Source: an optimization exercise on an open RTL-to-GDS flow (aim: small area, a short achievable clock period and few clock cycles per item). Production flows keep margins and buffers that such runs may drop.
Only simulation tests tie the RTL to the original design; equivalence was not proved.
No activity file was given, so power comes from the tool's default toggle rates.

// insertion_sort
module insertion_sort
  (
   clk,
   rst,
   src_tvalid,
   src_tready,
   src_tdata,
   src_tlast,
   dest_tvalid,
   dest_tready,
   dest_tdata,
   dest_tlast,
   tlast_err
   );
   parameter DATA_WIDTH = 8;
   parameter ADDR_WIDTH = 6;
   localparam N = 2**ADDR_WIDTH;
   input clk;
   input rst;
   input  src_tvalid;
   output src_tready;
   input  [DATA_WIDTH-1:0] src_tdata;
   input  src_tlast;
   output dest_tvalid;
   input  dest_tready;
   output [DATA_WIDTH-1:0] dest_tdata;
   output dest_tlast;
   output tlast_err;
   reg [DATA_WIDTH-1:0] data [0:N-1];   
   reg [N-1:0]          mark;           
   reg [ADDR_WIDTH:0]   n;              
   reg [ADDR_WIDTH:0]   nc;             
   reg [ADDR_WIDTH-1:0] pos;            
   reg                  full;           
   reg                  have;           
   reg [DATA_WIDTH-1:0] x;              
   reg                  xv;             
   reg                  xlast;          
   reg                  rdy;            
   reg                  rdy_max;        
   wire out = have && dest_tready && !rst;
   wire ins = xv && (!full || out);     
   assign src_tready = !rst && rdy;
   assign dest_tvalid = have && !rst;
   assign dest_tdata = data[0];
   assign dest_tlast = mark[0];
   wire acc = src_tvalid && src_tready;
   wire pos_max = &pos;
   assign tlast_err = src_tvalid && !src_tlast && !rst && rdy_max;
   wire done = ins && xlast;
   function lt8;
      input [DATA_WIDTH-1:0] a, b;
      integer j;
      begin
         lt8 = 1'b0;
         for (j = 0; j < DATA_WIDTH; j = j + 1)
           lt8 = (!a[j] && b[j]) || (!a[j] && lt8) || (b[j] && lt8);
      end
   endfunction
   function [N-1:0] therm;
      input [ADDR_WIDTH:0] v;
      reg [N-1:0] t;
      integer k, j;
      begin
         t = {N{1'b0}};
         t[0] = v[0];
         for (k = 1; k < ADDR_WIDTH; k = k + 1)
           for (j = 0; j < N/2; j = j + 1)
             if (j < (1 << k)) begin
                t[j+(1<<k)] = v[k] & t[j];
                t[j]        = v[k] | t[j];
             end
  ...
Size in the first run: ~4,000 cells after synthesis, about 610 flip-flops, ~35,000 um^2 of cells after synthesis.
clock: 10.0 ns
lec_check: 0
cap_margin: 20
core_margin: 2
core_utilization: 40
slew_margin: 20
standard.sh (not shown) runs the stock make flow with config.mk's settings and CLKGATE_MAP_FILE= SYNTH_SCRIPT=/design/flow/synth_recipe.tcl, a recipe that flattens the netlist after the stock synthesis.
==> flow/flow/run.sh <==
#!/bin/bash
# The standard layout (standard.sh: the standard synthesis and ORFS flow,
# unchanged) with two changes of settings:
# - timing repair aims at a larger setup margin than config.mk accepts, so
#   that repair works the design below the fixed clock period;
# - clock tree synthesis clusters at most 12 flip-flops within 50 um per
#   clkbuf_8 leaf buffer and inserts no dummy loads, which makes a smaller
#   tree than the default clkbuf_16 one while keeping clock-pin slew low.
# make's whole output goes to standard.log; ORFS keeps each step's log under
# orfs/logs.
set -euo pipefail
bash standard.sh SETUP_SLACK_MARGIN=5.6 \
  "CTS_ARGS=-sink_clustering_enable -repair_clock_nets -dont_use_dummy_load -buf_list sky130_fd_sc_hd__clkbuf_8 -sink_clustering_size 12 -sink_clustering_max_diameter 50" \
  finish > standard.log 2>&1
The first run finished clean.
Testbench counts at the start, summed over its fixed seeds: cycles 10,876, items 10,357.
Next try:
==> flow/flow/run.sh (replaced) <==
#!/bin/bash
# The standard layout (standard.sh and the ORFS flow) with these changes:
# - synthesis is the standard one (synth_recipe.tcl) except that ABC maps the
#   logic with flow/abc_area.script: one area-oriented mapping pass (delay
#   relaxed, after two rounds of &dc2 restructuring) and no buffering or gate sizing, which the layout's repair
#   steps do later where timing needs it;
# - timing repair aims at a larger setup margin than config.mk accepts, so
#   that repair works the design below the fixed clock period;
# - clock tree synthesis clusters at most 10 flip-flops within 40 um per
#   clkbuf_4 leaf buffer and inserts no dummy loads, which makes a smaller
#   tree than the default clkbuf_16 one while keeping clock-pin slew low.
# make's whole output goes to standard.log; ORFS keeps each step's log under
# orfs/logs.
set -euo pipefail
here=$PWD
export MY_ABC_SCRIPT=$here/flow/abc_area.script
export FLOW_REF_SYNTH=$here/synth_recipe.tcl
bash standard.sh SYNTH_SCRIPT=$here/flow/synth.tcl SETUP_SLACK_MARGIN=5.3 \
  "CTS_ARGS=-sink_clustering_enable -repair_clock_nets -dont_use_dummy_load -buf_list sky130_fd_sc_hd__clkbuf_4 -sink_clustering_size 10 -sink_clustering_max_diameter 40" \
  finish > standard.log 2>&1
==> flow/flow/abc_area.script (new file) <==
&get -n
&st
&dc2
&dc2
&dch
&nf -R 1000 -p
&put
topo
==> flow/flow/synth.tcl (new file) <==
# The standard synthesis (synth_recipe.tcl, sourced unchanged), except that
# ABC's technology mapping runs the script in $MY_ABC_SCRIPT in place of
# ORFS's abc_speed.script.  Only the combinational mapping changes: the
# registers, their names and cells come out as in the standard synthesis.
proc abc {args} {
  set i [lsearch -exact $args -script]
  if {$i >= 0 && [string match *abc_speed.script [lindex $args [expr {$i + 1}]]]} {
    lset args [expr {$i + 1}] $::env(MY_ABC_SCRIPT)
  }
  yosys abc {*}$args
}
source $::env(FLOW_REF_SYNTH)
Result:
- sequential cell count stays the same
- sequential share of layout area goes up by 3.6 points
- synthesized area goes down by about 13%
- design area goes down by 9.7%

* * *

delta:
Another version of the RTL of insertion_sort (not shown whole).
Size in the first run: ~25 I/O pins.
Settings: LEC_CHECK=0, CAP_MARGIN=20, CORE_MARGIN=2, CORE_UTILIZATION=40, SLEW_MARGIN=20; clock period 10.0 ns.
==> flow/flow/run.sh <==
#!/bin/bash
# The standard layout (standard.sh and the ORFS flow) with these changes:
# - synthesis is the standard one (synth_recipe.tcl) except that ABC maps the
#   logic with flow/abc_area.script: one area-oriented mapping pass (delay
#   relaxed, after two rounds of &dc2 restructuring), no buffering or gate
#   sizing, which the layout's repair steps do later where timing needs it,
#   and no 4-input NOR cells (see flow/synth.tcl);
# - timing repair aims at a larger setup margin than config.mk accepts, so
#   that repair works the design below the fixed clock period;
# - clock tree synthesis clusters at most 10 flip-flops within 40 um per
#   clkbuf_4 leaf buffer and inserts no dummy loads, which makes a smaller
#   tree than the default clkbuf_16 one while keeping clock-pin slew low.
# make's whole output goes to standard.log; ORFS keeps each step's log under
# orfs/logs.
set -euo pipefail
here=$PWD
export MY_ABC_SCRIPT=$here/flow/abc_area.script
export FLOW_REF_SYNTH=$here/synth_recipe.tcl
bash standard.sh SYNTH_SCRIPT=$here/flow/synth.tcl SETUP_SLACK_MARGIN=5.5 \
  "CTS_ARGS=-sink_clustering_enable -repair_clock_nets -dont_use_dummy_load -buf_list sky130_fd_sc_hd__clkbuf_4 -sink_clustering_size 10 -sink_clustering_max_diameter 40" \
  finish > standard.log 2>&1
==> flow/flow/abc_area.script <==
&get -n
&st
&dc2
&dc2
&dch
&nf -R 1000 -p
&put
topo
==> flow/flow/synth.tcl <==
# The standard synthesis (synth_recipe.tcl, sourced unchanged), except that
# ABC's technology mapping runs the script in $MY_ABC_SCRIPT in place of
# ORFS's abc_speed.script, and may not use the 4-input NOR cells (their four
# stacked p-transistors make them slow on the short port-to-port paths).
# Only the combinational mapping changes: the registers, their names and
# cells come out as in the standard synthesis.
proc abc {args} {
  set i [lsearch -exact $args -script]
  if {$i >= 0 && [string match *abc_speed.script [lindex $args [expr {$i + 1}]]]} {
    lset args [expr {$i + 1}] $::env(MY_ABC_SCRIPT)
    foreach c {nor4_1 nor4_2 nor4_4 nor4b_1 nor4b_2 nor4b_4 nor4bb_1 nor4bb_2 nor4bb_4} {
      lappend args -dont_use sky130_fd_sc_hd__$c
    }
  }
  yosys abc {*}$args
}
source $::env(FLOW_REF_SYNTH)
Testbench counts of delta, summed over its fixed seeds: cycles 10,868, items 10,357.
### delta -> maple
--- a/flow/flow/run.sh
+++ b/flow/flow/run.sh
@@ -19 +19 @@
-bash standard.sh SYNTH_SCRIPT=$here/flow/synth.tcl SETUP_SLACK_MARGIN=5.5 \
+bash standard.sh SYNTH_SCRIPT=$here/flow/synth.tcl SETUP_SLACK_MARGIN=5.6 \
[summary]
Measured against maple, the number of resized instances in the post-cts repair step of delta comes out at 0.70 times the reference value.
Area of all placed cells without fillers: delta and maple compared, higher one is delta
Taking delta as the reference, in maple fmax +0.75%; net switching fraction of the power went down 0.45 points.
Number of cells on the critical path was higher in the run labelled maple.
Compared with delta, in maple number of global-route vias before repair went down 610, global-route wire length before repair saw a decrease, clock power stayed essentially flat, multi-input logic area lost about 1.4%, worst-case vdd ir drop has increased.
Sequential share of layout area for maple is higher than for delta.
The inputs of onyx differ from those of maple as listed below.
--- a/flow/flow/run.sh
+++ b/flow/flow/run.sh
@@ -5,3 +5,2 @@
-#   relaxed, after two rounds of &dc2 restructuring), no buffering or gate
-#   sizing, which the layout's repair steps do later where timing needs it,
-#   and no 4-input NOR cells (see flow/synth.tcl);
+#   relaxed, after two rounds of &dc2 restructuring) and no buffering or gate sizing, which the layout's repair
+#   steps do later where timing needs it;
==> flow/flow/synth.tcl <==
# The standard synthesis (synth_recipe.tcl, sourced unchanged), except that
# ABC's technology mapping runs the script in $MY_ABC_SCRIPT in place of
# ORFS's abc_speed.script.  Only the combinational mapping changes: the
# registers, their names and cells come out as in the standard synthesis.
proc abc {args} {
  set i [lsearch -exact $args -script]
  if {$i >= 0 && [string match *abc_speed.script [lindex $args [expr {$i + 1}]]]} {
    lset args [expr {$i + 1}] $::env(MY_ABC_SCRIPT)
  }
  yosys abc {*}$args
}
source $::env(FLOW_REF_SYNTH)
## What came out
- On onyx: count of non-CTS inverters in the layout is about 3% higher than what maple gave.
- onyx ended with more worst setup slack than maple.
- onyx falls short of maple in wire length reported by the detailed router.
- Per the comparison of onyx with maple, worst-margin pin slew lost 120 ps, post-layout instance area picked up an extra about 3%, power share of the combinational group picked up an extra 0.8 points, total power picked up an extra 2.5%.
- What onyx reported for maximum resistive drop on vdd has to be multiplied by 1.3 to get the figure for maple.
- | total cell area at the placement stage | maple vs onyx | ≈ equal |
- Higher met1 layer usage reported by global route was reported by onyx, not maple.

## separate check: timing with driven ports
In the flow no input, the clock included, has a driving cell. The finished layouts below were timed again as built, in two steps. Step 1 sets driving cells, clkbuf_16 on the clock port and buf_2 on the other inputs (assumed; they add their load-dependent delay and slew). Step 2 times the ports against the registers' clock, not the clock port: input delays grow and output delays shrink by t, the midpoint of the rising clock arrivals with the driver on. Three values: ideal, step 1, step 2; two values: the first two.
| run | shift t [ns] | slack for setup (ns) | worst slew at a driven data input, ns |
|---|---|---|---|
| the first run of note 1 | 0.742 | 5.380 / 5.332 / 4.892 | 0.06 |
| the second run of note 1 | 0.972 | 5.335 / 5.295 / 4.544 | 0.05 |
| delta | 0.952 | 5.523 / 5.486 / 4.644 | 0.05 |
| maple | 0.961 | 5.557 / 5.494 / 4.723 | 0.07 |
| onyx | 0.981 | 5.575 / 5.539 / 4.630 | 0.08 |
After both steps setup and hold are still met in every run listed. The setup slack of onyx, which loses most, moves by -0.036 ns with the drivers and by -0.945 ns with both steps.
